Context: an optimization exercise on an open-source flow, tuned for small area. The choices shown serve that exercise and are no tape-out recipe. Only simulation tests tie the RTL to the original design; equivalence was not proved. Power figures rest on the tool's default switching activity, not on a simulated workload.

`flow/config.mk`:
```
export PLATFORM = sky130hd
export DESIGN_NAME = serial_protocol_converter
export DESIGN_NICKNAME = serial_protocol_converter
export VERILOG_FILES = /design/flow/design.v
export SDC_FILE = /design/flow/constraint.sdc
export NUM_CORES = 4
export LEC_CHECK = 0
export CAP_MARGIN = 0
export CORE_MARGIN = 2
export CORE_UTILIZATION = 60
export CTS_BUF_LIST = sky130_fd_sc_hd__clkbuf_16
export CTS_CLUSTER_DIAMETER = 100
export CTS_CLUSTER_SIZE = 30
export GPL_TIMING_DRIVEN = 0
export SLEW_MARGIN = 0
```
`flow/constraint.sdc`:
```
create_clock -name core_clock -period 10.0 [get_ports {clk}]
set_input_delay 2.0000 -clock core_clock [delete_from_list [all_inputs] [get_ports {clk}]]
set_output_delay 2.0000 -clock core_clock [all_outputs]
set_load 0.01 [all_outputs]
```
`flow/design.v`:
```
module pwm_thresh_mul(input [15:0] a, input [15:0] b, output [15:0] y);
wire one1;
wire two2;
wire neg3;
wire x4;
wire x5;
wire x6;
wire x7;
wire x8;
wire x9;
wire x10;
wire x11;
wire x12;
wire x13;
wire x14;
wire x15;
wire x16;
wire x17;
wire x18;
wire x19;
wire x20;
wire nn21;
wire one22;
wire two23;
wire neg24;
wire x25;
wire x26;
wire x27;
wire x28;
wire x29;
wire x30;
wire x31;
wire x32;
wire x33;
wire x34;
wire x35;
wire x36;
wire x37;
wire x38;
wire x39;
wire x40;
wire x41;
wire nn42;
wire one43;
wire two44;
wire neg45;
wire x46;
wire x47;
wire x48;
wire x49;
wire x50;
wire x51;
wire x52;
wire x53;
wire x54;
wire x55;
wire x56;
wire x57;
wire x58;
wire x59;
wire x60;
wire x61;
wire x62;
wire nn63;
wire one64;
wire two65;
wire neg66;
wire x67;
wire x68;
wire x69;
wire x70;
wire x71;
wire x72;
wire x73;
wire x74;
wire x75;
wire x76;
wire x77;
wire x78;
wire x79;
wire x80;
wire x81;
wire x82;
wire x83;
wire nn84;
wire one85;
wire two86;
wire neg87;
wire x88;
wire x89;
wire x90;
wire x91;
wire x92;
wire x93;
wire x94;
wire x95;
wire x96;
wire x97;
wire x98;
wire x99;
wire x100;
wire x101;
wire x102;
wire x103;
wire x104;
wire nn105;
wire one106;
wire two107;
wire neg108;
wire x109;
wire x110;
wire x111;
wire x112;
wire x113;
wire x114;
wire x115;
wire x116;
wire x117;
wire x118;
wire x119;
wire x120;
wire x121;
wire x122;
wire x123;
wire x124;
wire x125;
wire nn126;
wire one127;
wire two128;
wire neg129;
wire x130;
wire x131;
wire x132;
wire x133;
wire x134;
wire x135;
wire x136;
wire x137;
wire x138;
wire x139;
wire x140;
wire x141;
wire x142;
wire x143;
wire x144;
wire x145;
wire x146;
wire nn147;
wire one148;
wire two149;
wire neg150;
wire x151;
wire x152;
wire x153;
wire x154;
wire x155;
wire x156;
wire x157;
wire x158;
wire x159;
wire x160;
wire x161;
wire x162;
wire x163;
wire x164;
wire x165;
wire x166;
wire x167;
wire nn168;
wire x169;
wire x170;
wire x171;
wire x172;
wire x173;
wire x174;
wire x175;
wire x176;
wire x177;
wire x178;
wire x179;
wire x180;
wire x181;
wire x182;
wire x183;
wire x184;
wire s185;
wire c186;
wire s187;
wire c188;
wire s189;
wire c190;
wire s191;
wire c192;
wire s193;
wire c194;
wire s195;
wire c196;
wire s197;
wire c198;
wire s199;
wire c200;
wire s201;
wire c202;
wire s203;
wire c204;
wire s205;
wire c206;
wire s207;
wire c208;
wire s209;
wire c210;
wire s211;
wire c212;
wire s213;
wire c214;
wire s215;
wire c216;
wire s217;
wire c218;
wire s219;
wire c220;
wire s221;
wire c222;
wire s223;
wire c224;
wire s225;
wire c226;
wire s227;
wire c228;
wire s229;
wire c230;
wire s231;
wire c232;
wire s233;
wire c234;
wire s235;
wire c236;
wire s237;
wire c238;
wire s239;
wire c240;
wire s241;
wire c242;
wire s243;
wire c244;
wire s245;
wire c246;
wire s247;
wire c248;
wire s249;
wire c250;
wire s251;
wire c252;
wire s253;
wire c254;
wire s255;
wire c256;
wire s257;
wire c258;
wire s259;
wire c260;
wire s261;
wire c262;
wire s263;
wire c264;
wire s265;
wire c266;
wire s267;
wire c268;
wire s269;
wire c270;
wire s271;
wire c272;
wire s273;
wire c274;
wire s275;
wire c276;
wire s277;
wire c278;
wire s279;
wire c280;
wire s281;
wire c282;
wire s283;
wire c284;
wire s285;
wire c286;
wire s287;
wire c288;
wire s289;
wire c290;
wire s291;
wire c292;
wire s293;
wire c294;
wire s295;
wire c296;
wire s297;
wire c298;
wire s299;
wire c300;
wire s301;
wire c302;
wire s303;
wire c304;
wire s305;
wire c306;
wire s307;
wire c308;
wire s309;
wire c310;
wire s311;
wire c312;
wire s313;
wire c314;
wire s315;
wire c316;
wire s317;
wire c318;
wire s319;
wire c320;
wire s321;
wire c322;
wire s323;
wire c324;
wire s325;
wire c326;
wire s327;
wire c328;
wire s329;
wire c330;
wire s331;
wire c332;
wire s333;
wire c334;
wire s335;
wire c336;
wire s337;
wire c338;
wire s339;
wire c340;
wire s341;
wire c342;
wire s343;
wire c344;
wire s345;
wire c346;
wire s347;
wire c348;
wire s349;
wire c350;
wire s351;
wire c352;
wire s353;
wire c354;
wire s355;
wire c356;
wire s357;
wire c358;
wire s359;
wire c360;
wire s361;
wire c362;
wire s363;
wire c364;
wire s365;
wire c366;
wire s367;
wire c368;
wire s369;
wire c370;
wire s371;
wire c372;
wire s373;
wire c374;
wire s375;
wire c376;
wire s377;
wire c378;
wire s379;
wire c380;
wire s381;
wire c382;
wire s383;
wire c384;
wire s385;
wire c386;
wire s387;
wire c388;
wire s389;
wire c390;
wire s391;
wire c392;
wire s393;
wire c394;
wire s395;
wire c396;
wire s397;
wire c398;
wire s399;
wire c400;
wire s401;
wire c402;
wire s403;
wire c404;
wire s405;
wire c406;
wire s407;
wire c408;
wire s409;
wire c410;
wire s411;
wire c412;
wire s413;
wire c414;
wire s415;
wire c416;
wire s417;
wire c418;
wire s419;
wire c420;
wire s421;
wire c422;
wire s423;
wire c424;
wire s425;
wire c426;
wire s427;
wire c428;
wire s429;
wire c430;
wire s431;
wire c432;
wire s433;
wire c434;
wire s435;
wire c436;
wire s437;
wire c438;
wire s439;
wire c440;
wire s441;
wire c442;
wire s443;
wire c444;
wire s445;
wire c446;
wire s447;
wire c448;
wire s449;
wire c450;
wire s451;
wire c452;
wire k453;
wire k454;
wire k455;
wire k456;
wire k457;
wire k458;
wire k459;
wire k460;
wire k461;
wire k462;
wire k463;
wire k464;
wire k465;
wire k466;
wire k467;
wire k468;
assign one1 = b[0] ^ 1'b0;
assign two2 = (b[1] & ~b[0] & ~1'b0) | (~b[1] & b[0] & 1'b0);
assign neg3 = b[1] & ~(b[0] & 1'b0);
assign x4 = ((one1 & a[0]) | (two2 & 1'b0)) ^ neg3;
assign x5 = ((one1 & a[1]) | (two2 & a[0])) ^ neg3;
assign x6 = ((one1 & a[2]) | (two2 & a[1])) ^ neg3;
assign x7 = ((one1 & a[3]) | (two2 & a[2])) ^ neg3;
assign x8 = ((one1 & a[4]) | (two2 & a[3])) ^ neg3;
assign x9 = ((one1 & a[5]) | (two2 & a[4])) ^ neg3;
assign x10 = ((one1 & a[6]) | (two2 & a[5])) ^ neg3;
assign x11 = ((one1 & a[7]) | (two2 & a[6])) ^ neg3;
assign x12 = ((one1 & a[8]) | (two2 & a[7])) ^ neg3;
assign x13 = ((one1 & a[9]) | (two2 & a[8])) ^ neg3;
assign x14 = ((one1 & a[10]) | (two2 & a[9])) ^ neg3;
assign x15 = ((one1 & a[11]) | (two2 & a[10])) ^ neg3;
assign x16 = ((one1 & a[12]) | (two2 & a[11])) ^ neg3;
assign x17 = ((one1 & a[13]) | (two2 & a[12])) ^ neg3;
assign x18 = ((one1 & a[14]) | (two2 & a[13])) ^ neg3;
assign x19 = ((one1 & a[15]) | (two2 & a[14])) ^ neg3;
assign x20 = ((one1 & 1'b0) | (two2 & a[15])) ^ neg3;
assign nn21 = ~neg3;
assign one22 = b[2] ^ b[1];
assign two23 = (b[3] & ~b[2] & ~b[1]) | (~b[3] & b[2] & b[1]);
assign neg24 = b[3] & ~(b[2] & b[1]);
assign x25 = ((one22 & a[0]) | (two23 & 1'b0)) ^ neg24;
assign x26 = ((one22 & a[1]) | (two23 & a[0])) ^ neg24;
assign x27 = ((one22 & a[2]) | (two23 & a[1])) ^ neg24;
assign x28 = ((one22 & a[3]) | (two23 & a[2])) ^ neg24;
assign x29 = ((one22 & a[4]) | (two23 & a[3])) ^ neg24;
assign x30 = ((one22 & a[5]) | (two23 & a[4])) ^ neg24;
assign x31 = ((one22 & a[6]) | (two23 & a[5])) ^ neg24;
assign x32 = ((one22 & a[7]) | (two23 & a[6])) ^ neg24;
assign x33 = ((one22 & a[8]) | (two23 & a[7])) ^ neg24;
assign x34 = ((one22 & a[9]) | (two23 & a[8])) ^ neg24;
assign x35 = ((one22 & a[10]) | (two23 & a[9])) ^ neg24;
assign x36 = ((one22 & a[11]) | (two23 & a[10])) ^ neg24;
assign x37 = ((one22 & a[12]) | (two23 & a[11])) ^ neg24;
assign x38 = ((one22 & a[13]) | (two23 & a[12])) ^ neg24;
assign x39 = ((one22 & a[14]) | (two23 & a[13])) ^ neg24;
assign x40 = ((one22 & a[15]) | (two23 & a[14])) ^ neg24;
assign x41 = ((one22 & 1'b0) | (two23 & a[15])) ^ neg24;
assign nn42 = ~neg24;
assign one43 = b[4] ^ b[3];
assign two44 = (b[5] & ~b[4] & ~b[3]) | (~b[5] & b[4] & b[3]);
assign neg45 = b[5] & ~(b[4] & b[3]);
assign x46 = ((one43 & a[0]) | (two44 & 1'b0)) ^ neg45;
assign x47 = ((one43 & a[1]) | (two44 & a[0])) ^ neg45;
assign x48 = ((one43 & a[2]) | (two44 & a[1])) ^ neg45;
assign x49 = ((one43 & a[3]) | (two44 & a[2])) ^ neg45;
assign x50 = ((one43 & a[4]) | (two44 & a[3])) ^ neg45;
assign x51 = ((one43 & a[5]) | (two44 & a[4])) ^ neg45;
assign x52 = ((one43 & a[6]) | (two44 & a[5])) ^ neg45;
assign x53 = ((one43 & a[7]) | (two44 & a[6])) ^ neg45;
assign x54 = ((one43 & a[8]) | (two44 & a[7])) ^ neg45;
assign x55 = ((one43 & a[9]) | (two44 & a[8])) ^ neg45;
assign x56 = ((one43 & a[10]) | (two44 & a[9])) ^ neg45;
assign x57 = ((one43 & a[11]) | (two44 & a[10])) ^ neg45;
assign x58 = ((one43 & a[12]) | (two44 & a[11])) ^ neg45;
assign x59 = ((one43 & a[13]) | (two44 & a[12])) ^ neg45;
assign x60 = ((one43 & a[14]) | (two44 & a[13])) ^ neg45;
assign x61 = ((one43 & a[15]) | (two44 & a[14])) ^ neg45;
assign x62 = ((one43 & 1'b0) | (two44 & a[15])) ^ neg45;
assign nn63 = ~neg45;
assign one64 = b[6] ^ b[5];
assign two65 = (b[7] & ~b[6] & ~b[5]) | (~b[7] & b[6] & b[5]);
assign neg66 = b[7] & ~(b[6] & b[5]);
assign x67 = ((one64 & a[0]) | (two65 & 1'b0)) ^ neg66;
assign x68 = ((one64 & a[1]) | (two65 & a[0])) ^ neg66;
assign x69 = ((one64 & a[2]) | (two65 & a[1])) ^ neg66;
assign x70 = ((one64 & a[3]) | (two65 & a[2])) ^ neg66;
assign x71 = ((one64 & a[4]) | (two65 & a[3])) ^ neg66;
assign x72 = ((one64 & a[5]) | (two65 & a[4])) ^ neg66;
assign x73 = ((one64 & a[6]) | (two65 & a[5])) ^ neg66;
assign x74 = ((one64 & a[7]) | (two65 & a[6])) ^ neg66;
assign x75 = ((one64 & a[8]) | (two65 & a[7])) ^ neg66;
assign x76 = ((one64 & a[9]) | (two65 & a[8])) ^ neg66;
assign x77 = ((one64 & a[10]) | (two65 & a[9])) ^ neg66;
assign x78 = ((one64 & a[11]) | (two65 & a[10])) ^ neg66;
assign x79 = ((one64 & a[12]) | (two65 & a[11])) ^ neg66;
assign x80 = ((one64 & a[13]) | (two65 & a[12])) ^ neg66;
assign x81 = ((one64 & a[14]) | (two65 & a[13])) ^ neg66;
assign x82 = ((one64 & a[15]) | (two65 & a[14])) ^ neg66;
assign x83 = ((one64 & 1'b0) | (two65 & a[15])) ^ neg66;
assign nn84 = ~neg66;
assign one85 = b[8] ^ b[7];
assign two86 = (b[9] & ~b[8] & ~b[7]) | (~b[9] & b[8] & b[7]);
assign neg87 = b[9] & ~(b[8] & b[7]);
assign x88 = ((one85 & a[0]) | (two86 & 1'b0)) ^ neg87;
assign x89 = ((one85 & a[1]) | (two86 & a[0])) ^ neg87;
assign x90 = ((one85 & a[2]) | (two86 & a[1])) ^ neg87;
assign x91 = ((one85 & a[3]) | (two86 & a[2])) ^ neg87;
assign x92 = ((one85 & a[4]) | (two86 & a[3])) ^ neg87;
assign x93 = ((one85 & a[5]) | (two86 & a[4])) ^ neg87;
assign x94 = ((one85 & a[6]) | (two86 & a[5])) ^ neg87;
assign x95 = ((one85 & a[7]) | (two86 & a[6])) ^ neg87;
assign x96 = ((one85 & a[8]) | (two86 & a[7])) ^ neg87;
assign x97 = ((one85 & a[9]) | (two86 & a[8])) ^ neg87;
assign x98 = ((one85 & a[10]) | (two86 & a[9])) ^ neg87;
assign x99 = ((one85 & a[11]) | (two86 & a[10])) ^ neg87;
assign x100 = ((one85 & a[12]) | (two86 & a[11])) ^ neg87;
assign x101 = ((one85 & a[13]) | (two86 & a[12])) ^ neg87;
assign x102 = ((one85 & a[14]) | (two86 & a[13])) ^ neg87;
assign x103 = ((one85 & a[15]) | (two86 & a[14])) ^ neg87;
assign x104 = ((one85 & 1'b0) | (two86 & a[15])) ^ neg87;
assign nn105 = ~neg87;
assign one106 = b[10] ^ b[9];
assign two107 = (b[11] & ~b[10] & ~b[9]) | (~b[11] & b[10] & b[9]);
assign neg108 = b[11] & ~(b[10] & b[9]);
assign x109 = ((one106 & a[0]) | (two107 & 1'b0)) ^ neg108;
assign x110 = ((one106 & a[1]) | (two107 & a[0])) ^ neg108;
assign x111 = ((one106 & a[2]) | (two107 & a[1])) ^ neg108;
assign x112 = ((one106 & a[3]) | (two107 & a[2])) ^ neg108;
assign x113 = ((one106 & a[4]) | (two107 & a[3])) ^ neg108;
assign x114 = ((one106 & a[5]) | (two107 & a[4])) ^ neg108;
assign x115 = ((one106 & a[6]) | (two107 & a[5])) ^ neg108;
assign x116 = ((one106 & a[7]) | (two107 & a[6])) ^ neg108;
assign x117 = ((one106 & a[8]) | (two107 & a[7])) ^ neg108;
assign x118 = ((one106 & a[9]) | (two107 & a[8])) ^ neg108;
assign x119 = ((one106 & a[10]) | (two107 & a[9])) ^ neg108;
assign x120 = ((one106 & a[11]) | (two107 & a[10])) ^ neg108;
assign x121 = ((one106 & a[12]) | (two107 & a[11])) ^ neg108;
assign x122 = ((one106 & a[13]) | (two107 & a[12])) ^ neg108;
assign x123 = ((one106 & a[14]) | (two107 & a[13])) ^ neg108;
assign x124 = ((one106 & a[15]) | (two107 & a[14])) ^ neg108;
assign x125 = ((one106 & 1'b0) | (two107 & a[15])) ^ neg108;
assign nn126 = ~neg108;
assign one127 = b[12] ^ b[11];
assign two128 = (b[13] & ~b[12] & ~b[11]) | (~b[13] & b[12] & b[11]);
assign neg129 = b[13] & ~(b[12] & b[11]);
assign x130 = ((one127 & a[0]) | (two128 & 1'b0)) ^ neg129;
assign x131 = ((one127 & a[1]) | (two128 & a[0])) ^ neg129;
assign x132 = ((one127 & a[2]) | (two128 & a[1])) ^ neg129;
assign x133 = ((one127 & a[3]) | (two128 & a[2])) ^ neg129;
assign x134 = ((one127 & a[4]) | (two128 & a[3])) ^ neg129;
assign x135 = ((one127 & a[5]) | (two128 & a[4])) ^ neg129;
assign x136 = ((one127 & a[6]) | (two128 & a[5])) ^ neg129;
assign x137 = ((one127 & a[7]) | (two128 & a[6])) ^ neg129;
assign x138 = ((one127 & a[8]) | (two128 & a[7])) ^ neg129;
assign x139 = ((one127 & a[9]) | (two128 & a[8])) ^ neg129;
assign x140 = ((one127 & a[10]) | (two128 & a[9])) ^ neg129;
assign x141 = ((one127 & a[11]) | (two128 & a[10])) ^ neg129;
assign x142 = ((one127 & a[12]) | (two128 & a[11])) ^ neg129;
assign x143 = ((one127 & a[13]) | (two128 & a[12])) ^ neg129;
assign x144 = ((one127 & a[14]) | (two128 & a[13])) ^ neg129;
assign x145 = ((one127 & a[15]) | (two128 & a[14])) ^ neg129;
assign x146 = ((one127 & 1'b0) | (two128 & a[15])) ^ neg129;
assign nn147 = ~neg129;
assign one148 = b[14] ^ b[13];
assign two149 = (b[15] & ~b[14] & ~b[13]) | (~b[15] & b[14] & b[13]);
assign neg150 = b[15] & ~(b[14] & b[13]);
assign x151 = ((one148 & a[0]) | (two149 & 1'b0)) ^ neg150;
assign x152 = ((one148 & a[1]) | (two149 & a[0])) ^ neg150;
assign x153 = ((one148 & a[2]) | (two149 & a[1])) ^ neg150;
assign x154 = ((one148 & a[3]) | (two149 & a[2])) ^ neg150;
assign x155 = ((one148 & a[4]) | (two149 & a[3])) ^ neg150;
assign x156 = ((one148 & a[5]) | (two149 & a[4])) ^ neg150;
assign x157 = ((one148 & a[6]) | (two149 & a[5])) ^ neg150;
assign x158 = ((one148 & a[7]) | (two149 & a[6])) ^ neg150;
assign x159 = ((one148 & a[8]) | (two149 & a[7])) ^ neg150;
assign x160 = ((one148 & a[9]) | (two149 & a[8])) ^ neg150;
assign x161 = ((one148 & a[10]) | (two149 & a[9])) ^ neg150;
assign x162 = ((one148 & a[11]) | (two149 & a[10])) ^ neg150;
assign x163 = ((one148 & a[12]) | (two149 & a[11])) ^ neg150;
assign x164 = ((one148 & a[13]) | (two149 & a[12])) ^ neg150;
assign x165 = ((one148 & a[14]) | (two149 & a[13])) ^ neg150;
assign x166 = ((one148 & a[15]) | (two149 & a[14])) ^ neg150;
assign x167 = ((one148 & 1'b0) | (two149 & a[15])) ^ neg150;
assign nn168 = ~neg150;
assign x169 = b[15] & a[0];
assign x170 = b[15] & a[1];
assign x171 = b[15] & a[2];
assign x172 = b[15] & a[3];
assign x173 = b[15] & a[4];
assign x174 = b[15] & a[5];
assign x175 = b[15] & a[6];
assign x176 = b[15] & a[7];
assign x177 = b[15] & a[8];
assign x178 = b[15] & a[9];
assign x179 = b[15] & a[10];
assign x180 = b[15] & a[11];
assign x181 = b[15] & a[12];
assign x182 = b[15] & a[13];
assign x183 = b[15] & a[14];
assign x184 = b[15] & a[15];
assign s185 = nn21 ^ x40;
assign c186 = nn21 & x40;
assign s187 = x41 ^ x60;
assign c188 = x41 & x60;
assign s189 = x14 ^ x33;
assign c190 = x14 & x33;
assign s191 = x15 ^ x34;
assign c192 = x15 & x34;
assign s193 = x16 ^ x35 ^ x54;
assign c194 = (x16 & x35) | (x16 & x54) | (x35 & x54);
assign s195 = x73 ^ x92;
assign c196 = x73 & x92;
assign s197 = x17 ^ x36 ^ x55;
assign c198 = (x17 & x36) | (x17 & x55) | (x36 & x55);
assign s199 = x74 ^ x93;
assign c200 = x74 & x93;
assign s201 = x18 ^ x37 ^ x56;
assign c202 = (x18 & x37) | (x18 & x56) | (x37 & x56);
assign s203 = x75 ^ x94 ^ x113;
assign c204 = (x75 & x94) | (x75 & x113) | (x94 & x113);
assign s205 = x132 ^ x151;
assign c206 = x132 & x151;
assign s207 = x19 ^ x38 ^ x57;
assign c208 = (x19 & x38) | (x19 & x57) | (x38 & x57);
assign s209 = x76 ^ x95 ^ x114;
assign c210 = (x76 & x95) | (x76 & x114) | (x95 & x114);
assign s211 = x133 ^ x152;
assign c212 = x133 & x152;
assign s213 = x20 ^ x39 ^ x58;
assign c214 = (x20 & x39) | (x20 & x58) | (x39 & x58);
assign s215 = x77 ^ x96 ^ x115;
assign c216 = (x77 & x96) | (x77 & x115) | (x96 & x115);
assign s217 = x134 ^ x153 ^ x169;
assign c218 = (x134 & x153) | (x134 & x169) | (x153 & x169);
assign s219 = x59 ^ x78 ^ x97;
assign c220 = (x59 & x78) | (x59 & x97) | (x78 & x97);
assign s221 = x116 ^ x135 ^ x154;
assign c222 = (x116 & x135) | (x116 & x154) | (x135 & x154);
assign s223 = x170 ^ 1'b1 ^ s185;
assign c224 = (x170 & 1'b1) | (x170 & s185) | (1'b1 & s185);
assign s225 = x79 ^ x98 ^ x117;
assign c226 = (x79 & x98) | (x79 & x117) | (x98 & x117);
assign s227 = x136 ^ x155 ^ x171;
assign c228 = (x136 & x155) | (x136 & x171) | (x155 & x171);
assign s229 = 1'b1 ^ s187 ^ c186;
assign c230 = (1'b1 & s187) | (1'b1 & c186) | (s187 & c186);
assign s231 = nn42 ^ x61 ^ x80;
assign c232 = (nn42 & x61) | (nn42 & x80) | (x61 & x80);
assign s233 = x99 ^ x118 ^ x137;
assign c234 = (x99 & x118) | (x99 & x137) | (x118 & x137);
assign s235 = x156 ^ x172 ^ c188;
assign c236 = (x156 & x172) | (x156 & c188) | (x172 & c188);
assign s237 = x62 ^ x81 ^ x100;
assign c238 = (x62 & x81) | (x62 & x100) | (x81 & x100);
assign s239 = x119 ^ x138 ^ x157;
assign c240 = (x119 & x138) | (x119 & x157) | (x138 & x157);
assign s241 = x173 ^ 1'b1;
assign c242 = x173 & 1'b1;
assign s243 = nn63 ^ x82 ^ x101;
assign c244 = (nn63 & x82) | (nn63 & x101) | (x82 & x101);
assign s245 = x120 ^ x139 ^ x158;
assign c246 = (x120 & x139) | (x120 & x158) | (x139 & x158);
assign s247 = x83 ^ x102 ^ x121;
assign c248 = (x83 & x102) | (x83 & x121) | (x102 & x121);
assign s249 = x140 ^ x159;
assign c250 = x140 & x159;
assign s251 = nn84 ^ x103 ^ x122;
assign c252 = (nn84 & x103) | (nn84 & x122) | (x103 & x122);
assign s253 = x104 ^ x123;
assign c254 = x104 & x123;
assign s255 = x10 ^ x29;
assign c256 = x10 & x29;
assign s257 = x11 ^ x30;
assign c258 = x11 & x30;
assign s259 = x12 ^ x31 ^ x50;
assign c260 = (x12 & x31) | (x12 & x50) | (x31 & x50);
assign s261 = x69 ^ x88;
assign c262 = x69 & x88;
assign s263 = x13 ^ x32 ^ x51;
assign c264 = (x13 & x32) | (x13 & x51) | (x32 & x51);
assign s265 = x70 ^ x89;
assign c266 = x70 & x89;
assign s267 = x52 ^ x71 ^ x90;
assign c268 = (x52 & x71) | (x52 & x90) | (x71 & x90);
assign s269 = x109 ^ neg108 ^ s189;
assign c270 = (x109 & neg108) | (x109 & s189) | (neg108 & s189);
assign s271 = x53 ^ x72 ^ x91;
assign c272 = (x53 & x72) | (x53 & x91) | (x72 & x91);
assign s273 = x110 ^ s191 ^ c190;
assign c274 = (x110 & s191) | (x110 & c190) | (s191 & c190);
assign s275 = x111 ^ x130 ^ neg129;
assign c276 = (x111 & x130) | (x111 & neg129) | (x130 & neg129);
assign s277 = s193 ^ s195 ^ c192;
assign c278 = (s193 & s195) | (s193 & c192) | (s195 & c192);
assign s279 = x112 ^ x131 ^ s197;
assign c280 = (x112 & x131) | (x112 & s197) | (x131 & s197);
assign s281 = s199 ^ c194 ^ c196;
assign c282 = (s199 & c194) | (s199 & c196) | (c194 & c196);
assign s283 = neg150 ^ s201 ^ s203;
assign c284 = (neg150 & s201) | (neg150 & s203) | (s201 & s203);
assign s285 = s205 ^ c198 ^ c200;
assign c286 = (s205 & c198) | (s205 & c200) | (c198 & c200);
assign s287 = s207 ^ s209 ^ s211;
assign c288 = (s207 & s209) | (s207 & s211) | (s209 & s211);
assign s289 = c202 ^ c204 ^ c206;
assign c290 = (c202 & c204) | (c202 & c206) | (c204 & c206);
assign s291 = s213 ^ s215 ^ s217;
assign c292 = (s213 & s215) | (s213 & s217) | (s215 & s217);
assign s293 = c208 ^ c210 ^ c212;
assign c294 = (c208 & c210) | (c208 & c212) | (c210 & c212);
assign s295 = s219 ^ s221 ^ s223;
assign c296 = (s219 & s221) | (s219 & s223) | (s221 & s223);
assign s297 = c214 ^ c216 ^ c218;
assign c298 = (c214 & c216) | (c214 & c218) | (c216 & c218);
assign s299 = s225 ^ s227 ^ s229;
assign c300 = (s225 & s227) | (s225 & s229) | (s227 & s229);
assign s301 = c220 ^ c222 ^ c224;
assign c302 = (c220 & c222) | (c220 & c224) | (c222 & c224);
assign s303 = s231 ^ s233 ^ s235;
assign c304 = (s231 & s233) | (s231 & s235) | (s233 & s235);
assign s305 = c226 ^ c228 ^ c230;
assign c306 = (c226 & c228) | (c226 & c230) | (c228 & c230);
assign s307 = s237 ^ s239 ^ s241;
assign c308 = (s237 & s239) | (s237 & s241) | (s239 & s241);
assign s309 = c232 ^ c234 ^ c236;
assign c310 = (c232 & c234) | (c232 & c236) | (c234 & c236);
assign s311 = x174 ^ s243 ^ s245;
assign c312 = (x174 & s243) | (x174 & s245) | (s243 & s245);
assign s313 = c238 ^ c240 ^ c242;
assign c314 = (c238 & c240) | (c238 & c242) | (c240 & c242);
assign s315 = x175 ^ 1'b1 ^ s247;
assign c316 = (x175 & 1'b1) | (x175 & s247) | (1'b1 & s247);
assign s317 = s249 ^ c244 ^ c246;
assign c318 = (s249 & c244) | (s249 & c246) | (c244 & c246);
assign s319 = x141 ^ x160 ^ x176;
assign c320 = (x141 & x160) | (x141 & x176) | (x160 & x176);
assign s321 = s251 ^ c248 ^ c250;
assign c322 = (s251 & c248) | (s251 & c250) | (c248 & c250);
assign s323 = x142 ^ x161 ^ x177;
assign c324 = (x142 & x161) | (x142 & x177) | (x161 & x177);
assign s325 = 1'b1 ^ s253 ^ c252;
assign c326 = (1'b1 & s253) | (1'b1 & c252) | (s253 & c252);
assign s327 = nn105 ^ x124 ^ x143;
assign c328 = (nn105 & x124) | (nn105 & x143) | (x124 & x143);
assign s329 = x162 ^ x178 ^ c254;
assign c330 = (x162 & x178) | (x162 & c254) | (x178 & c254);
assign s331 = x125 ^ x144 ^ x163;
assign c332 = (x125 & x144) | (x125 & x163) | (x144 & x163);
assign s333 = x179 ^ 1'b1;
assign c334 = x179 & 1'b1;
assign s335 = nn126 ^ x145 ^ x164;
assign c336 = (nn126 & x145) | (nn126 & x164) | (x145 & x164);
assign s337 = x146 ^ x165;
assign c338 = x146 & x165;
assign s339 = x8 ^ x27;
assign c340 = x8 & x27;
assign s341 = x9 ^ x28;
assign c342 = x9 & x28;
assign s343 = x48 ^ x67 ^ neg66;
assign c344 = (x48 & x67) | (x48 & neg66) | (x67 & neg66);
assign s345 = x49 ^ x68 ^ s257;
assign c346 = (x49 & x68) | (x49 & s257) | (x68 & s257);
assign s347 = neg87 ^ s259 ^ s261;
assign c348 = (neg87 & s259) | (neg87 & s261) | (s259 & s261);
assign s349 = s263 ^ s265 ^ c260;
assign c350 = (s263 & s265) | (s263 & c260) | (s265 & c260);
assign s351 = s267 ^ s269 ^ c264;
assign c352 = (s267 & s269) | (s267 & c264) | (s269 & c264);
assign s353 = s271 ^ s273 ^ c268;
assign c354 = (s271 & s273) | (s271 & c268) | (s273 & c268);
assign s355 = s275 ^ s277 ^ c272;
assign c356 = (s275 & s277) | (s275 & c272) | (s277 & c272);
assign s357 = s279 ^ s281 ^ c276;
assign c358 = (s279 & s281) | (s279 & c276) | (s281 & c276);
assign s359 = s283 ^ s285 ^ c280;
assign c360 = (s283 & s285) | (s283 & c280) | (s285 & c280);
assign s361 = s287 ^ s289 ^ c284;
assign c362 = (s287 & s289) | (s287 & c284) | (s289 & c284);
assign s363 = s291 ^ s293 ^ c288;
assign c364 = (s291 & s293) | (s291 & c288) | (s293 & c288);
assign s365 = s295 ^ s297 ^ c292;
assign c366 = (s295 & s297) | (s295 & c292) | (s297 & c292);
assign s367 = s299 ^ s301 ^ c296;
assign c368 = (s299 & s301) | (s299 & c296) | (s301 & c296);
assign s369 = s303 ^ s305 ^ c300;
assign c370 = (s303 & s305) | (s303 & c300) | (s305 & c300);
assign s371 = s307 ^ s309 ^ c304;
assign c372 = (s307 & s309) | (s307 & c304) | (s309 & c304);
assign s373 = s311 ^ s313 ^ c308;
assign c374 = (s311 & s313) | (s311 & c308) | (s313 & c308);
assign s375 = s315 ^ s317 ^ c312;
assign c376 = (s315 & s317) | (s315 & c312) | (s317 & c312);
assign s377 = s319 ^ s321 ^ c316;
assign c378 = (s319 & s321) | (s319 & c316) | (s321 & c316);
assign s379 = s323 ^ s325 ^ c320;
assign c380 = (s323 & s325) | (s323 & c320) | (s325 & c320);
assign s381 = s327 ^ s329 ^ c324;
assign c382 = (s327 & s329) | (s327 & c324) | (s329 & c324);
assign s383 = s331 ^ s333 ^ c328;
assign c384 = (s331 & s333) | (s331 & c328) | (s333 & c328);
assign s385 = x180 ^ s335 ^ c332;
assign c386 = (x180 & s335) | (x180 & c332) | (s335 & c332);
assign s387 = x181 ^ 1'b1 ^ s337;
assign c388 = (x181 & 1'b1) | (x181 & s337) | (1'b1 & s337);
assign s389 = nn147 ^ x166 ^ x182;
assign c390 = (nn147 & x166) | (nn147 & x182) | (x166 & x182);
assign s391 = x167 ^ x183;
assign c392 = x167 & x183;
assign s393 = x6 ^ x25;
assign c394 = x6 & x25;
assign s395 = x7 ^ x26;
assign c396 = x7 & x26;
assign s397 = x46 ^ neg45 ^ s339;
assign c398 = (x46 & neg45) | (x46 & s339) | (neg45 & s339);
assign s399 = x47 ^ s341 ^ c340;
assign c400 = (x47 & s341) | (x47 & c340) | (s341 & c340);
assign s401 = s255 ^ s343 ^ c342;
assign c402 = (s255 & s343) | (s255 & c342) | (s343 & c342);
assign s403 = c256 ^ s345 ^ c344;
assign c404 = (c256 & s345) | (c256 & c344) | (s345 & c344);
assign s405 = c258 ^ s347 ^ c346;
assign c406 = (c258 & s347) | (c258 & c346) | (s347 & c346);
assign s407 = c262 ^ s349 ^ c348;
assign c408 = (c262 & s349) | (c262 & c348) | (s349 & c348);
assign s409 = c266 ^ s351 ^ c350;
assign c410 = (c266 & s351) | (c266 & c350) | (s351 & c350);
assign s411 = c270 ^ s353 ^ c352;
assign c412 = (c270 & s353) | (c270 & c352) | (s353 & c352);
assign s413 = c274 ^ s355 ^ c354;
assign c414 = (c274 & s355) | (c274 & c354) | (s355 & c354);
assign s415 = c278 ^ s357 ^ c356;
assign c416 = (c278 & s357) | (c278 & c356) | (s357 & c356);
assign s417 = c282 ^ s359 ^ c358;
assign c418 = (c282 & s359) | (c282 & c358) | (s359 & c358);
assign s419 = c286 ^ s361 ^ c360;
assign c420 = (c286 & s361) | (c286 & c360) | (s361 & c360);
assign s421 = c290 ^ s363 ^ c362;
assign c422 = (c290 & s363) | (c290 & c362) | (s363 & c362);
assign s423 = c294 ^ s365 ^ c364;
assign c424 = (c294 & s365) | (c294 & c364) | (s365 & c364);
assign s425 = c298 ^ s367 ^ c366;
assign c426 = (c298 & s367) | (c298 & c366) | (s367 & c366);
assign s427 = c302 ^ s369 ^ c368;
assign c428 = (c302 & s369) | (c302 & c368) | (s369 & c368);
assign s429 = c306 ^ s371 ^ c370;
assign c430 = (c306 & s371) | (c306 & c370) | (s371 & c370);
assign s431 = c310 ^ s373 ^ c372;
assign c432 = (c310 & s373) | (c310 & c372) | (s373 & c372);
assign s433 = c314 ^ s375 ^ c374;
assign c434 = (c314 & s375) | (c314 & c374) | (s375 & c374);
assign s435 = c318 ^ s377 ^ c376;
assign c436 = (c318 & s377) | (c318 & c376) | (s377 & c376);
assign s437 = c322 ^ s379 ^ c378;
assign c438 = (c322 & s379) | (c322 & c378) | (s379 & c378);
assign s439 = c326 ^ s381 ^ c380;
assign c440 = (c326 & s381) | (c326 & c380) | (s381 & c380);
assign s441 = c330 ^ s383 ^ c382;
assign c442 = (c330 & s383) | (c330 & c382) | (s383 & c382);
assign s443 = c334 ^ s385 ^ c384;
assign c444 = (c334 & s385) | (c334 & c384) | (s385 & c384);
assign s445 = c336 ^ s387 ^ c386;
assign c446 = (c336 & s387) | (c336 & c386) | (s387 & c386);
assign s447 = c338 ^ s389 ^ c388;
assign c448 = (c338 & s389) | (c338 & c388) | (s389 & c388);
assign s449 = 1'b1 ^ s391 ^ c390;
assign c450 = (1'b1 & s391) | (1'b1 & c390) | (s391 & c390);
assign s451 = nn168 ^ x184 ^ c392;
assign c452 = (nn168 & x184) | (nn168 & c392) | (x184 & c392);
assign k453 = (x4 & neg3) | (x4 & 1'b0) | (neg3 & 1'b0);
assign k454 = (x5 & 1'b0) | (x5 & k453) | (1'b0 & k453);
assign k455 = (neg24 & s393) | (neg24 & k454) | (s393 & k454);
assign k456 = (s395 & c394) | (s395 & k455) | (c394 & k455);
assign k457 = (s397 & c396) | (s397 & k456) | (c396 & k456);
assign k458 = (s399 & c398) | (s399 & k457) | (c398 & k457);
assign k459 = (s401 & c400) | (s401 & k458) | (c400 & k458);
assign k460 = (s403 & c402) | (s403 & k459) | (c402 & k459);
assign k461 = (s405 & c404) | (s405 & k460) | (c404 & k460);
assign k462 = (s407 & c406) | (s407 & k461) | (c406 & k461);
assign k463 = (s409 & c408) | (s409 & k462) | (c408 & k462);
assign k464 = (s411 & c410) | (s411 & k463) | (c410 & k463);
assign k465 = (s413 & c412) | (s413 & k464) | (c412 & k464);
assign k466 = (s415 & c414) | (s415 & k465) | (c414 & k465);
assign k467 = (s417 & c416) | (s417 & k466) | (c416 & k466);
assign k468 = (s419 & c418) | (s419 & k467) | (c418 & k467);
wire [15:0] ux = {s451, s449, s447, s445, s443, s441, s439, s437, s435, s433, s431, s429, s427, s425, s423, s421};
wire [15:0] uy = {c450, c448, c446, c444, c442, c440, c438, c436, c434, c432, c430, c428, c426, c424, c422, c420};
assign y = ux + uy + {15'd0, k468};
endmodule
module serial_protocol_converter (
    input               clk,
    input               rst_n,
    input [7:0]         cmd_opcode,
    input [15:0]        cmd_addr,
    input [31:0]        cmd_data,
    input               cmd_valid,
    output reg          spi_sclk,
    output reg          spi_mosi,
    input               spi_miso,
    output reg [3:0]    spi_cs,
    input               uart_rx,
    output reg          uart_tx,
    output [7:0]        pwm_out,
    output reg [31:0]   tx_data,
    output reg          tx_en,
    input               tx_done
);
wire op_hi0 = (cmd_opcode[7:4] == 4'h0);
wire cmd_02 = cmd_valid & op_hi0 & (cmd_opcode[3:0] == 4'h2);
wire cmd_04 = cmd_valid & op_hi0 & (cmd_opcode[3:0] == 4'h4);
wire cmd_05 = cmd_valid & op_hi0 & (cmd_opcode[3:0] == 4'h5);
wire cmd_06 = cmd_valid & op_hi0 & (cmd_opcode[3:0] == 4'h6);
wire cmd_07 = cmd_valid & op_hi0 & (cmd_opcode[3:0] == 4'h7);
wire cmd_08 = cmd_valid & op_hi0 & (cmd_opcode[3:0] == 4'h8);
reg [31:0] spi_tx_reg;       
reg        spi_tx_v;
reg [31:0] i2c_tx_reg;       
reg        i2c_tx_v;
reg [15:0] uart_div;         
reg [7:0]  uart_tx_reg;      
reg        uart_tx_v;
wire        div_zero = (cmd_data[15:0] == 16'd0);
wire [15:0] div_in   = cmd_data[15:0] | (div_zero ? 16'd434 : 16'd0);
always @(posedge clk or negedge rst_n) begin
    if (!rst_n) begin
        spi_tx_v    <= 1'b0;
        i2c_tx_v    <= 1'b0;
        uart_div    <= 16'd434;
        uart_tx_v   <= 1'b0;
    end else begin
        if (cmd_02) spi_tx_v    <= 1'b1;
        if (cmd_04) i2c_tx_v    <= 1'b1;
        if (cmd_05) uart_div    <= div_in;
        if (cmd_06) uart_tx_v   <= 1'b1;
    end
end
always @(posedge clk) begin
    if (cmd_02) spi_tx_reg  <= cmd_data;
    if (cmd_04) i2c_tx_reg  <= cmd_data;
    if (cmd_06) uart_tx_reg <= cmd_data[7:0];
end
reg        spi_busy, spi_oth;
reg [4:0]  spi_bit_cnt;
reg [31:0] spi_shift_reg;
reg [31:0] spi_rx_reg;       
reg        spi_rx_v;
wire spi_idle = ~spi_busy & ~spi_oth;
wire spi_last = spi_sclk & (spi_bit_cnt == 5'd0);
wire spi_load = spi_idle & cmd_02;
wire spi_step = spi_busy & spi_sclk;
always @(posedge clk or negedge rst_n) begin
    if (!rst_n) begin
        spi_busy <= 1'b0;
        spi_oth  <= 1'b0;
        spi_sclk <= 1'b0;
        spi_mosi <= 1'b0;
        spi_cs   <= 4'hF;
        spi_rx_v <= 1'b0;
    end else begin
        spi_busy <= spi_idle ? cmd_02 : (spi_busy & ~spi_last);
        spi_oth  <= spi_idle & ~cmd_02 & (cmd_04 | cmd_06);
        spi_sclk <= spi_busy & ~spi_sclk;
        if (spi_oth)
            spi_mosi <= 1'b0;
        else if (spi_step)
            spi_mosi <= spi_shift_reg[31];
        if (spi_oth | (spi_step & (spi_bit_cnt == 5'd0)))
            spi_cs <= 4'hF;
        else if (spi_load)
            spi_cs <= ~(4'b0001 << cmd_addr[1:0]);
        if (spi_step & (spi_bit_cnt == 5'd0))
            spi_rx_v <= 1'b1;
    end
end
always @(posedge clk) begin
    if (spi_load) begin
        spi_shift_reg <= spi_tx_reg & {32{spi_tx_v}};
        spi_bit_cnt   <= 5'd31;
    end else if (spi_step) begin
        spi_shift_reg <= {spi_shift_reg[30:0], spi_miso};
        spi_bit_cnt   <= spi_bit_cnt - 5'd1;
    end
    if (spi_step & (spi_bit_cnt == 5'd0))
        spi_rx_reg <= {spi_shift_reg[30:0], spi_miso};
end
reg        i2c_busy;
reg [7:0]  i2c_cnt;
reg [31:0] i2c_rx_reg;       
reg        i2c_rx_v;
wire i2c_at200 = (i2c_cnt == 8'h0B);
wire i2c_at201 = (i2c_cnt == 8'h16);
always @(posedge clk or negedge rst_n) begin
    if (!rst_n) begin
        i2c_busy <= 1'b0;
        i2c_rx_v <= 1'b0;
    end else begin
        if (!i2c_busy)
            i2c_busy <= cmd_04;
        else if (i2c_at201)
            i2c_busy <= 1'b0;
        if (i2c_busy & i2c_at200)
            i2c_rx_v <= i2c_tx_v;
    end
end
always @(posedge clk) begin
    if (!i2c_busy)
        i2c_cnt <= 8'd0;
    else
        i2c_cnt <= {i2c_cnt[6:0], ~(i2c_cnt[7] ^ i2c_cnt[5] ^ i2c_cnt[4] ^ i2c_cnt[3])};
    if (i2c_busy & i2c_at200)
        i2c_rx_reg <= i2c_tx_reg;
end
reg        utx_active;
reg [15:0] utx_cnt;
reg [9:0]  utx_shift;        
wire [16:0] utx_ic;
wire [15:0] utx_inc;
wire [16:0] utx_gc;
assign utx_ic[0] = 1'b1;
assign utx_gc[0] = 1'b1;
genvar ub;
generate
    for (ub = 0; ub < 16; ub = ub + 1) begin : utx_bits
        assign utx_inc[ub]  = utx_cnt[ub] ^ utx_ic[ub];
        assign utx_ic[ub+1] = utx_cnt[ub] & utx_ic[ub];
        assign utx_gc[ub+1] = (utx_inc[ub] & ~uart_div[ub])
                            | ((utx_inc[ub] | ~uart_div[ub]) & utx_gc[ub]);
    end
endgenerate
wire utx_tick = utx_ic[16] | utx_gc[16];
always @(posedge clk or negedge rst_n) begin
    if (!rst_n) begin
        utx_active <= 1'b0;
        uart_tx    <= 1'b1;
    end else begin
        if (!utx_active) begin
            utx_active <= cmd_06;
            uart_tx    <= ~cmd_06;
        end else if (utx_tick) begin
            uart_tx <= utx_shift[0];
            if (utx_shift[9:1] == 9'd0)
                utx_active <= 1'b0;
        end
    end
end
always @(posedge clk) begin
    if (!utx_active) begin
        utx_cnt   <= 16'd0;
        utx_shift <= {1'b1, uart_tx_reg & {8{uart_tx_v}}, 1'b0};
    end else if (utx_tick) begin
        utx_cnt   <= 16'd0;
        utx_shift <= {1'b0, utx_shift[9:1]};
    end else begin
        utx_cnt   <= utx_inc;
    end
end
localparam RX_IDLE = 2'd0, RX_START = 2'd1, RX_DATA = 2'd2, RX_STOP = 2'd3;
reg        rx_sync0, rx_sync1;
reg [1:0]  rx_state;
reg [15:0] urx_cnt;          
reg [7:0]  rx_shift;         
reg [7:0]  rx_data;          
reg        rx_data_v;
wire [16:0] urx_bc;
wire [15:0] urx_dec;
assign urx_bc[0] = 1'b1;
genvar rb;
generate
    for (rb = 0; rb < 16; rb = rb + 1) begin : urx_bits
        assign urx_dec[rb]  = urx_cnt[rb] ^ urx_bc[rb];
        assign urx_bc[rb+1] = ~urx_cnt[rb] & urx_bc[rb];
    end
endgenerate
wire urx_hi0  = (urx_cnt[15:1] == 15'd0);
wire urx_zero = urx_hi0 & ~urx_cnt[0];
wire urx_one  = urx_hi0 &  urx_cnt[0];
always @(posedge clk or negedge rst_n) begin
    if (!rst_n) begin
        rx_sync0  <= 1'b1;
        rx_sync1  <= 1'b1;
        rx_state  <= RX_IDLE;
        rx_data_v <= 1'b0;
    end else begin
        rx_sync0 <= uart_rx;
        rx_sync1 <= rx_sync0;
        case (rx_state)
            RX_IDLE:  if (!rx_sync1) rx_state <= RX_START;
            RX_START: if (urx_zero) rx_state <= rx_sync1 ? RX_IDLE : RX_DATA;
            RX_DATA:  if (urx_one & rx_shift[0]) rx_state <= RX_STOP;
            default:  if (urx_one) begin
                          rx_state  <= RX_IDLE;
                          rx_data_v <= 1'b1;
                      end
        endcase
    end
end
always @(posedge clk) begin
    case (rx_state)
        RX_IDLE: urx_cnt <= {1'b0, uart_div[15:1]};
        RX_START: begin
            if (urx_zero) begin
                urx_cnt  <= uart_div;
                rx_shift <= 8'h80;
            end else
                urx_cnt <= urx_dec;
        end
        RX_DATA: begin
            if (urx_one) begin
                urx_cnt  <= uart_div;
                rx_shift <= {rx_sync1, rx_shift[7:1]};
            end else
                urx_cnt <= urx_dec;
        end
        default: begin
            urx_cnt <= urx_dec;
            if (urx_one)
                rx_data <= rx_shift;
        end
    endcase
end
wire addr_hi0 = (cmd_addr[15:2] == 14'd0);
wire sel_spi  = addr_hi0 & (cmd_addr[1:0] == 2'd1) & spi_rx_v;
wire sel_i2c  = addr_hi0 & (cmd_addr[1:0] == 2'd2) & i2c_rx_v;
wire sel_uart = addr_hi0 & (cmd_addr[1:0] == 2'd3) & rx_data_v;
wire [31:0] rd_data = ({32{sel_spi}} & spi_rx_reg)
                    | ({32{sel_i2c}} & i2c_rx_reg)
                    | {24'd0, {8{sel_uart}} & rx_data};
reg [31:0] tx_data_r;
reg        tx_data_v;
always @(*) tx_data = tx_data_r & {32{tx_data_v}};
always @(posedge clk) begin
    if (cmd_08)
        tx_data_r <= rd_data;
end
always @(posedge clk or negedge rst_n) begin
    if (!rst_n) begin
        tx_data_v <= 1'b0;
        tx_en     <= 1'b0;
    end else begin
        if (cmd_08) begin
            tx_data_v <= 1'b1;
            tx_en     <= 1'b1;
        end else if (!cmd_valid && tx_done)
            tx_en     <= 1'b0;
    end
end
wire [15:0] pwm_per  = cmd_data[31:16];
wire [15:0] pwm_thr;         
wire        pwm_wr   = cmd_07 & (cmd_addr[15:3] == 13'd0);
pwm_thresh_mul pwm_mul (
    .a  (cmd_data[31:16]),
    .b  (cmd_data[15:0]),
    .y  (pwm_thr)
);
wire [16:0] pwm_kc;
wire [15:0] pwm_kin;
assign pwm_kc[0] = 1'b1;
genvar kb;
generate
    for (kb = 0; kb < 16; kb = kb + 1) begin : pwm_kbits
        assign pwm_kin[kb]  = ~pwm_per[kb] ^ pwm_kc[kb];
        assign pwm_kc[kb+1] = ~pwm_per[kb] & pwm_kc[kb];
    end
endgenerate
wire pwm_vin = (pwm_per != 16'd0);
reg [7:0]  pwm_v;
reg [7:0]  pwm_q;
assign pwm_out = pwm_q;
genvar j, b;
generate
    for (j = 0; j < 8; j = j + 1) begin : pwm_ch
        reg  [15:0] pwm_k;
        reg  [15:0] pwm_nt;
        reg  [15:0] cnt;
        wire        we = pwm_wr & (cmd_addr[2:0] == j);
        wire [16:0] ic;          
        wire [15:0] inc;
        wire [16:0] wc;          
        wire [16:0] tc;          
        assign ic[0] = 1'b1;
        assign wc[0] = 1'b1;
        assign tc[0] = 1'b1;
        for (b = 0; b < 16; b = b + 1) begin : bits
            assign inc[b]  = cnt[b] ^ ic[b];
            assign ic[b+1] = cnt[b] & ic[b];
            assign wc[b+1] = (cnt[b] & pwm_k[b])  | ((cnt[b] | pwm_k[b])  & wc[b]);
            assign tc[b+1] = (cnt[b] & pwm_nt[b]) | ((cnt[b] | pwm_nt[b]) & tc[b]);
        end
        wire wrap = ~pwm_v[j] | wc[16];
        always @(posedge clk) begin
            if (we) begin
                pwm_k  <= pwm_kin;
                pwm_nt <= ~pwm_thr;
            end
            cnt <= wrap ? 16'd0 : inc;
        end
        always @(posedge clk or negedge rst_n) begin
            if (!rst_n) begin
                pwm_v[j] <= 1'b0;
                pwm_q[j] <= 1'b0;
            end else begin
                if (we)
                    pwm_v[j] <= pwm_vin;
                pwm_q[j] <= pwm_v[j] & ~tc[16];
            end
        end
    end
endgenerate
endmodule
```
`flow/run.sh`:
```
#!/bin/bash
# synth_recipe.tcl (not shown) runs the flow's synth.tcl, then flattens the netlist and writes it again
# the make line also repeats each setting of config.mk as NAME=value (left out here)
make -C /OpenROAD-flow-scripts/flow DESIGN_CONFIG=/design/flow/config.mk WORK_HOME=/design/flow/orfs CLKGATE_MAP_FILE= SYNTH_SCRIPT=/design/flow/synth_recipe.tcl finish
```
==> out/qor.json, run 1 <==
{
  "yosys.area.top_type_share": {"value": 41.1, "unit": "%"},
  "cts_tree": {"value": "yes"},
  "cp_data_required_time": {"value": 10.39, "unit": "ns"},
  "final_cell_mix": {"value": "sky130_fd_sc_hd__edfxtp_1 (480), sky130_fd_sc_hd__inv_1 (228), sky130_fd_sc_hd__ha_1 (201)"},
  "biggestRegsByFlops": {"value": "pwm_ch.cnt: 128 flops, pwm_ch.pwm_k: 128 flops, pwm_ch.pwm_nt: 128 flops"},
  "hpwl": {"value": 63000, "unit": "um"},
  "yosysSeqAreaShare": {"value": 55.0, "unit": "%"},
  "fillerInstances": {"value": 4300},
  "detailroute.wirelength.met2": {"value": 38600, "unit": "um"},
  "final_hold_viol_count": {"value": 0},
  "final_common_cell": {"value": "sky130_fd_sc_hd__edfxtp_1"},
  "worst_hold_path_type": {"value": "reg2reg"},
  "setup_viol": {"value": 0},
  "layout-drive-gt1-share": {"value": 8.06, "unit": "%"},
  "fmaxAchievable": {"value": 0.103, "unit": "GHz"},
  "first_global_vias": {"value": 23100},
  "clock_tree.root_cell": {"value": "sky130_fd_sc_hd__clkbuf_16"},
  "instances_no_fill": {"value": 3818},
  "num_vias": {"value": 23500},
  "final_net_count": {"value": 3397},
  "drv_cap": {"value": 0},
  "critical_path.n_buffers_inverters": {"value": 5},
  "area_growth": {"value": 10.4, "unit": "%"},
  "critPathCaptureType": {"value": "flip-flop"},
  "yosys_warnings": {"value": 1},
  "wl_met3": {"value": 6860, "unit": "um"},
  "rr_worst_depth": {"value": 21},
  "synth_largest_area_cell": {"value": "sky130_fd_sc_hd__edfxtp_1"},
  "worst_ep_arrival_time": {"value": 10.09, "unit": "ns"},
  "timing.final.crit_share": {"value": 97.0, "unit": "%"},
  "clock_tree.htree_level_count": {"value": 1},
  "routabilityCongestion": {"value": 0.968},
  "synth-main-ff-cell": {"value": "sky130_fd_sc_hd__edfxtp_1"},
  "total_congestion_overflow": {"value": 0},
  "total_global_routing_track_utilization": {"value": 28.9, "unit": "%"},
  "floorplan.die.width": {"value": 246, "unit": "um"},
  "cts_hold_buf": {"value": 0},
  "synth_async_sr_flop_share": {"value": 7.75, "unit": "%"},
  "route.final.wire_length": {"value": 85900, "unit": "um"},
  "timing.critical_path.from_type": {"value": "input pin"},
  "slowest_cell_delay_on_critical_path": {"value": 0.64, "unit": "ns"},
  "synth_edf_count": {"value": 480},
  "dp_cells": {"value": 3769},
  "dr.max_layer_used": {"value": "met4"},
  "status": {"value": "timing/DRC/antenna clean"},
  "post_synthesis_mean_instance_area": {"value": 12.2, "unit": "um^2"},
  "final_worst_slack": {"value": 0.301, "unit": "ns"},
  "slew_viol_final": {"value": 0},
  "max_slew_headroom": {"value": 8.55, "unit": "%"},
  "synth_cells": {"value": 2876},
  "yosys-top-cells-area": {"value": "sky130_fd_sc_hd__edfxtp_1 (41%), sky130_fd_sc_hd__dfxtp_1 (10%), sky130_fd_sc_hd__ha_1 (7.2%)"},
  "timing.critical_path.max_delay_family": {"value": "compound AO/OA/AOI/OAI gates"},
  "worst-slew-pin-transition": {"value": 1.36, "unit": "ns"},
  "layout.cell_area.non_filler": {"value": 38800, "unit": "um^2"},
  "ctsLongestPathBuffers": {"value": 3},
  "detail_route.wl_per_cell": {"value": 22.5, "unit": "um"},
  "power_per_cell_area": {"value": 327, "unit": "nW/um^2"},
  "dpl_cell_area": {"value": 37600, "unit": "um^2"},
  "finClkSkew": {"value": 0.0313, "unit": "ns"},
  "path_common_cell": {"value": "sky130_fd_sc_hd__fa_1"},
  "power.static_leakage": {"value": 15.6, "unit": "nW"},
  "worst_setup_slack_post_dpl": {"value": -2.20, "unit": "ns"},
  "dieArea": {"value": 60500, "unit": "um^2"},
  "worst_setup_hold_path_clk_slew": {"value": 0.11, "unit": "ns"},
  "drt_first_pass_iters": {"value": 8},
  "grt_antenna_before_repair": {"value": 12},
  "yosys_register_bits": {"value": 710},
  "timing.final.crit_period": {"value": 9.70, "unit": "ns"},
  "worstHoldPathCells": {"value": 0},
  "grt_max_degree": {"value": 37},
  "grt_first_pass_wirelength": {"value": 133000, "unit": "um"},
  "initialDrtViolationCount": {"value": 2342},
  "port-buffer-count": {"value": 107},
  "initial_core_util": {"value": 60.7, "unit": "%"},
  "drc": {"value": 0},
  "die_h": {"value": 246, "unit": "um"},
  "synthesis.area": {"value": 35100, "unit": "um^2"},
  "avgViaCountPerCell": {"value": 6.15},
  "max-vdd-ir-drop": {"value": 0.00286, "unit": "V"},
  "met1_length": {"value": 38500, "unit": "um"},
  "clkSinkCount": {"value": 710},
  "std_cell_rows": {"value": 88},
  "crit_type": {"value": "in2reg"},
  "slowest_stage": {"value": "sky130_fd_sc_hd__clkdlybuf4s50_1"},
  "setup_tns": {"value": 0, "unit": "ns"},
  "residual_antenna_violating_net_count_after_detailed_routing": {"value": 0},
  "synth_cell_types": {"value": 82},
  "core_region_area": {"value": 57800, "unit": "um^2"},
  "worst_skew_pair.late_latency": {"value": 0.62, "unit": "ns"},
  "io_pins": {"value": 110},
  "cts_inserted_buffers": {"value": 29},
  "timing.critical_path.fanout_max": {"value": 10},
  "rsz_0062_raised_after_global_routing": {"value": "false"},
  "postSynthNetCount": {"value": 3244},
  "worst-path-stages": {"value": 27}
}
-- synth_stat cells (all sizes together), types with 9 or more instances --
cell	n
nand2	187
dfxtp	175
or2	14
a222oi	17
nor2	118
a21oi	78
nor4	16
a2111oi	10
o31ai	32
fa	103
inv	212
ha	203
o22ai	30
maj3	47
dfstp	12
nand3	12
a22oi	135
a221oi	9
mux2	16
mux2i	17
a211oi	17
o211ai	15
edfxtp	480
dfrtp	43
xor2	72
buf	16
and3	58
o221ai	10
and2	126
nand2b	14
nor3	31
nor2b	38
a22o	45
a31oi	34
o21ai	142
clkbuf	105
or3	9
xnor2	77
-- cells by family after synthesis --
family / share of synthesized area (%)
flip-flops: 55.0
AND/OR/NAND/NOR: 9.52
AO/OA/AOI/OAI: 12.7
adder cells (fa/ha/maj): 14.5
buffers and inverters: 3.63
XOR/XNOR: 3.72
multiplexers: 0.998
-- final timing paths --
| check | slack (ns) | to | startpoint |
|---|---|---|---|
| min | 0.38 | rx_sync1$_DFF_PN1_ | rx_sync0$_DFF_PN1_ |
| max reg2reg | 3.95 | utx_shift[4]$_DFFE_PP_ | utx_cnt[0]$_SDFF_PP0_ |
| min reg2reg | 0.38 | rx_sync1$_DFF_PN1_ | rx_sync0$_DFF_PN1_ |
| max in group asynchronous | 8.02 | uart_div[7]$_DFFE_PN1P_ | rst_n |
| max | 0.30 | pwm_ch[2].pwm_nt[14]$_DFFE_PP_ | cmd_data[29] |
| min in group asynchronous | 1.32 | spi_sclk$_DFF_PN0_ | rst_n |
-- area by class of cell --
class                   instances  area, um^2  share of cell area, %
clock buffers                  29         726                   1.87
multi-input cells            1831       14800                   38.2
repair buffers                133        1410                   3.64
inverters                     214         803                   2.07
well taps                     765         957                   2.47
clock inverters                25         194                  0.500
plain buffers                 110         546                   1.41
diodes                          1        2.50                0.00646
flip-flops and latches        710       19300                   49.8
-- routing by layer --
layer  vias up  global-route usage [%]
met5         -                       0
met4         0                    7.01
met3       119                    4.62
met2       832                    44.2
met1     11700                    43.4
li1      10800                       -
-- report_power, final --
group | internal [W] | leakage, nW | switching [W]
Combinational | 0.00204 | 8.54 | 0.00467
Sequential | 0.00446 | 6.51 | 0.0000256
Clock | 0.000589 | 0.512 | 0.000878
Total | 0.00709 | 15.6 | 0.00557
-- timing repair --
item | in CTS | in global routing
gates resized for setup | 101 | 50
setup endpoints to repair | 64 | 40
pin swaps | 1 | 4
setup buffers | 1 | 4
-- metrics by stage --
step	util, %	total power, W	hold WS, ns
after floorplan	-	0.00736	0.345
after global placement	64.2	0.00945	0.346
after detailed placement	65.0	0.0109	0.354
after CTS	66.9	0.0126	0.375
after global routing	67.0	0.0133	0.381
final	67.0	0.0127	0.375
==> run 2: changes to the inputs <==
--- a/flow/config.mk
+++ b/flow/config.mk
@@ -12,4 +12,3 @@
 export CTS_CLUSTER_DIAMETER = 100
 export CTS_CLUSTER_SIZE = 30
-export GPL_TIMING_DRIVEN = 0
 export SLEW_MARGIN = 0
==> out/qor.json, run 2 <==
{
  "post_synth_fa_ha_maj_area_fraction": {"value": 14.5, "unit": "%", "change": "unchanged"},
  "dieArea": {"value": 60500, "unit": "um^2", "change": "unchanged"},
  "ctsLongestPathBuffers": {"value": 3, "change": "unchanged"},
  "synth_cells": {"value": 2876, "change": "unchanged"},
  "timing.final.crit_period": {"value": 9.40, "unit": "ns", "change": "-0.294 ns"},
  "yosys.area.top_type_share": {"value": 41.1, "unit": "%", "change": "unchanged"},
  "worst_hold_path_type": {"value": "reg2reg"},
  "final_net_count": {"value": 3361, "change": "-1.1%"},
  "yosysSeqAreaShare": {"value": 55.0, "unit": "%", "change": "unchanged"},
  "detail_route.wl_per_cell": {"value": 22.1, "unit": "um", "change": "-1.8%"},
  "post_cts_resize_count": {"value": 0, "change": "-100%"},
  "timing.final.crit_share": {"value": 94.0, "unit": "%", "change": "-2.9 points"},
  "total_global_routing_track_utilization": {"value": 28.2, "unit": "%", "change": "-0.65 points"},
  "slowest_cell_delay_on_critical_path": {"value": 0.60, "unit": "ns", "change": "-0.04 ns"},
  "core_region_area": {"value": 57800, "unit": "um^2", "change": "unchanged"},
  "total_congestion_overflow": {"value": 0, "change": "unchanged"},
  "power.static_leakage": {"value": 15.5, "unit": "nW", "change": "-0.64%"},
  "drv_cap": {"value": 0, "change": "unchanged"},
  "yosys_register_bits": {"value": 710, "change": "unchanged"},
  "synth_edf_count": {"value": 480, "change": "unchanged"},
  "synth_cell_types": {"value": 82, "change": "unchanged"},
  "route.final.wire_length": {"value": 83600, "unit": "um", "change": "-2.7%"},
  "yosys_warnings": {"value": 1, "change": "unchanged"},
  "grt_antenna_before_repair": {"value": 7, "change": "-5"},
  "worst_ep_arrival_time": {"value": 9.79, "unit": "ns", "change": "-0.30 ns"},
  "floorplan.die.width": {"value": 246, "unit": "um", "change": "unchanged"},
  "max-vdd-ir-drop": {"value": 0.000922, "unit": "V", "change": "-68%"},
  "port-buffer-count": {"value": 109, "change": "+1.9%"},
  "setup_tns": {"value": 0, "unit": "ns", "change": "unchanged"},
  "cts_tree": {"value": "yes"},
  "yosys-top-cells-area": {"value": "sky130_fd_sc_hd__edfxtp_1 (41%), sky130_fd_sc_hd__dfxtp_1 (10%), sky130_fd_sc_hd__ha_1 (7.2%)"},
  "clock_tree.htree_level_count": {"value": 1, "change": "unchanged"},
  "timing.critical_path.from_type": {"value": "input pin"},
  "synth-main-ff-cell": {"value": "sky130_fd_sc_hd__edfxtp_1"},
  "final_common_cell": {"value": "sky130_fd_sc_hd__edfxtp_1"},
  "synth_top_cells_by_count": {"value": "sky130_fd_sc_hd__edfxtp_1 (480), sky130_fd_sc_hd__inv_1 (212), sky130_fd_sc_hd__ha_1 (203)"},
  "status": {"value": "timing/DRC/antenna clean"},
  "fmaxAchievable": {"value": 0.106, "unit": "GHz", "change": "+3.1%"},
  "post_synthesis_xor_xnor_area_fraction": {"value": 3.72, "unit": "%", "change": "unchanged"},
  "synth_top_family_by_area": {"value": "adder cells"},
  "finClkSkew": {"value": 0.0275, "unit": "ns", "change": "-0.00381 ns"},
  "slew_viol_final": {"value": 0, "change": "unchanged"},
  "layout-drive-gt1-share": {"value": 7.82, "unit": "%", "change": "-0.24 points"},
  "cts_inserted_buffers": {"value": 29, "change": "unchanged"},
  "critPathCaptureType": {"value": "flip-flop"},
  "slowest_stage": {"value": "sky130_fd_sc_hd__clkdlybuf4s50_1"},
  "max_slew_headroom": {"value": 16.7, "unit": "%", "change": "+8.1 points"},
  "rsz_0062_raised_after_global_routing": {"value": "false"},
  "die_h": {"value": 246, "unit": "um", "change": "unchanged"},
  "final_hold_viol_count": {"value": 0, "change": "unchanged"},
  "clock_tree.root_cell": {"value": "sky130_fd_sc_hd__clkbuf_16"},
  "synth.mux.area_fraction": {"value": 0.998, "unit": "%", "change": "unchanged"},
  "cts_hold_buf": {"value": 0, "change": "unchanged"},
  "synth_largest_area_cell": {"value": "sky130_fd_sc_hd__edfxtp_1"},
  "area_growth": {"value": 9.45, "unit": "%"},
  "post-synth-top-count-cell": {"value": "sky130_fd_sc_hd__edfxtp_1"},
  "setup_viol": {"value": 0, "change": "unchanged"},
  "worst-slew-pin-transition": {"value": 1.25, "unit": "ns", "change": "-0.117 ns"},
  "postSynthNetCount": {"value": 3244, "change": "unchanged"},
  "initial_core_util": {"value": 60.7, "unit": "%", "change": "unchanged"},
  "drc": {"value": 0, "change": "unchanged"},
  "biggestRegsByFlops": {"value": "pwm_ch.cnt: 128 flops, pwm_ch.pwm_k: 128 flops, pwm_ch.pwm_nt: 128 flops"},
  "power_per_cell_area": {"value": 326, "unit": "nW/um^2", "change": "about the same"},
  "post_synthesis_mean_instance_area": {"value": 12.2, "unit": "um^2", "change": "unchanged"},
  "grt_max_degree": {"value": 79, "change": "+110%"},
  "synth_simple_gate_area_share": {"value": 9.52, "unit": "%", "change": "unchanged"},
  "drt_first_pass_iters": {"value": 9, "change": "+1"},
  "fillerInstances": {"value": 4349, "change": "+1.1%"},
  "path_common_cell": {"value": "sky130_fd_sc_hd__a21oi_1"},
  "io_pins": {"value": 110, "change": "unchanged"},
  "synth_async_sr_flop_share": {"value": 7.75, "unit": "%", "change": "unchanged"},
  "synthesis.area": {"value": 35100, "unit": "um^2", "change": "unchanged"},
  "residual_antenna_violating_net_count_after_detailed_routing": {"value": 0, "change": "unchanged"},
  "initialDrtViolationCount": {"value": 2002, "change": "-15%"},
  "final_cell_mix": {"value": "sky130_fd_sc_hd__edfxtp_1 (480), sky130_fd_sc_hd__inv_1 (229), sky130_fd_sc_hd__ha_1 (203)"},
  "std_cell_rows": {"value": 88, "change": "unchanged"},
  "timing.critical_path.fanout_max": {"value": 14, "change": "+4"},
  "clkSinkCount": {"value": 710, "change": "unchanged"},
  "avgViaCountPerCell": {"value": 6.08, "change": "-1.1%"},
  "routabilityCongestion": {"value": 0.886, "change": "-8.5%"},
  "crit_type": {"value": "in2reg"},
  "first_global_vias": {"value": 22700, "change": "-1.5%"},
  "cts.repair_timing.setup_buffer_count": {"value": 0, "change": "-1"},
  "worst_skew_pair.late_latency": {"value": 0.66, "unit": "ns", "change": "+0.04 ns"},
  "cp_data_required_time": {"value": 10.39, "unit": "ns", "change": "about the same"},
  "hpwl": {"value": 59200, "unit": "um", "change": "-6.1%"},
  "worst_setup_hold_path_clk_slew": {"value": 0.11, "unit": "ns", "change": "about the same"},
  "grt_first_pass_wirelength": {"value": 130000, "unit": "um", "change": "-2.3%"},
  "whs": {"value": 0.363, "unit": "ns", "change": "-0.0121 ns"},
  "reg2reg_slack": {"value": 4.06, "unit": "ns", "change": "+0.11 ns"},
  "complex_gate_fraction_of_the_synthesized_area": {"value": 12.7, "unit": "%", "change": "unchanged"},
  "num_vias": {"value": 23000, "change": "-2.0%"}
}
[run 2: cell count changes in the layout (fill, tap and decap cells not counted), sizes merged]
cell,change
dlygate4sd2,-8
clkinv,-2
buf,+54
bufinv,-2
clkdlybuf4s15,-4
clkinvlp,+2
inv,+2
dlymetal6s2s,-3
clkdlybuf4s50,+22
clkbuf,-97
[run 2: worst max-delay path, delay by kind of cell]
kind	cells	cell delay, ns
compound gates	16	3.19
xor+xnor	1	0.15
fa+ha+maj	6	2.50
buf+inv	6	1.32
simple gates	4	0.62
[run 2: final timing paths]
path	end	cells after the start	from
worst max-delay path	pwm_ch[1].pwm_nt[14]$_DFFE_PP_	33	cmd_data[3]
worst min-delay path	rx_sync1$_DFF_PN1_	0	rx_sync0$_DFF_PN1_
worst max register to register	utx_shift[3]$_DFFE_PP_	21	utx_cnt[0]$_SDFF_PP0_
worst min register to register	rx_sync1$_DFF_PN1_	0	rx_sync0$_DFF_PN1_
max in group asynchronous	pwm_v[5]$_DFFE_PN0P_	1	rst_n
min in group asynchronous	tx_en$_DFFE_PN0P_	1	rst_n
[run 2: layer usage]
layer	track usage, %	wire length, um
met1	40.8	37100
met2	45.1	38300
met3	4.02	5770
met4	7.40	2420
met5	0	0
[run 2: layout make-up]
type                            count  area, um^2  share of cell area [%]
Antenna cell                        1        2.50                 0.00651
Clock buffer                       29         726                    1.89
Clock inverter                     25         171                   0.446
Inverter                          214         803                    2.09
Multi-Input combinational cell   1831       14600                    38.1
Sequential cell                   710       19300                    50.2
Tap cell                          765         957                    2.49
Timing Repair Buffer              207        1820                    4.75
[run 2: per-stage QoR]
stage	instances	total power, W	util, %	worst slack, ns	instance area [um^2]
final	3782	0.0125	66.5	0.595	38400
after floorplan	2876	0.00736	-	0.618	35100
after global routing	3781	0.0131	66.5	0.0348	38400
after global placement	3727	0.0111	64.9	0.0954	37500
after CTS	3781	0.0126	66.5	0.702	38400
after detailed placement	3727	0.0111	64.9	0.0339	37500
[run 2: power by group]
part	total (W)	switching, W	leakage (nW)	internal [W]
registers	0.00458	0.0000331	6.51	0.00454
clock network	0.00146	0.000904	0.492	0.000555
logic	0.00651	0.00463	8.46	0.00188
[run 2: logic make-up after synthesis]
family | count (synthesis)
compound gates | 643
xor+xnor | 149
fa+ha+maj | 353
buf+inv | 335
flops | 710
mux | 33
simple gates | 653

==> afterwards: timing with drivers on the ports <==
The flow's constraints put no driver on any port. The routed layouts listed below were extracted and timed again, unchanged, in two steps. Step 1: set_driving_cell puts a clkbuf_16 on clk and a buf_2 on each other input, an assumption about the parent block. Step 2, shift: input delay + t, output delay - t, t = (earliest + latest rising clock arrival at the registers) / 2. This alone moves slack from input paths to output paths. a / b / c = ideal ports / drivers / drivers and shift; a / b = the first two.
| run | t, ns | slack for setup (ns) | cell pins on the clock port's net |
|---|---|---|---|
| run 1 | 0.669 | 0.301 / 0.309 / -0.361 | 1 |
| run 2 | 0.709 | 0.595 / 0.636 / -0.073 | 1 |
With both steps, setup timing fails in run 1 and run 2, where it was met with ideal ports. The setup slack of run 2, which loses most, moves by +0.041 ns with the drivers and by -0.668 ns with both steps.
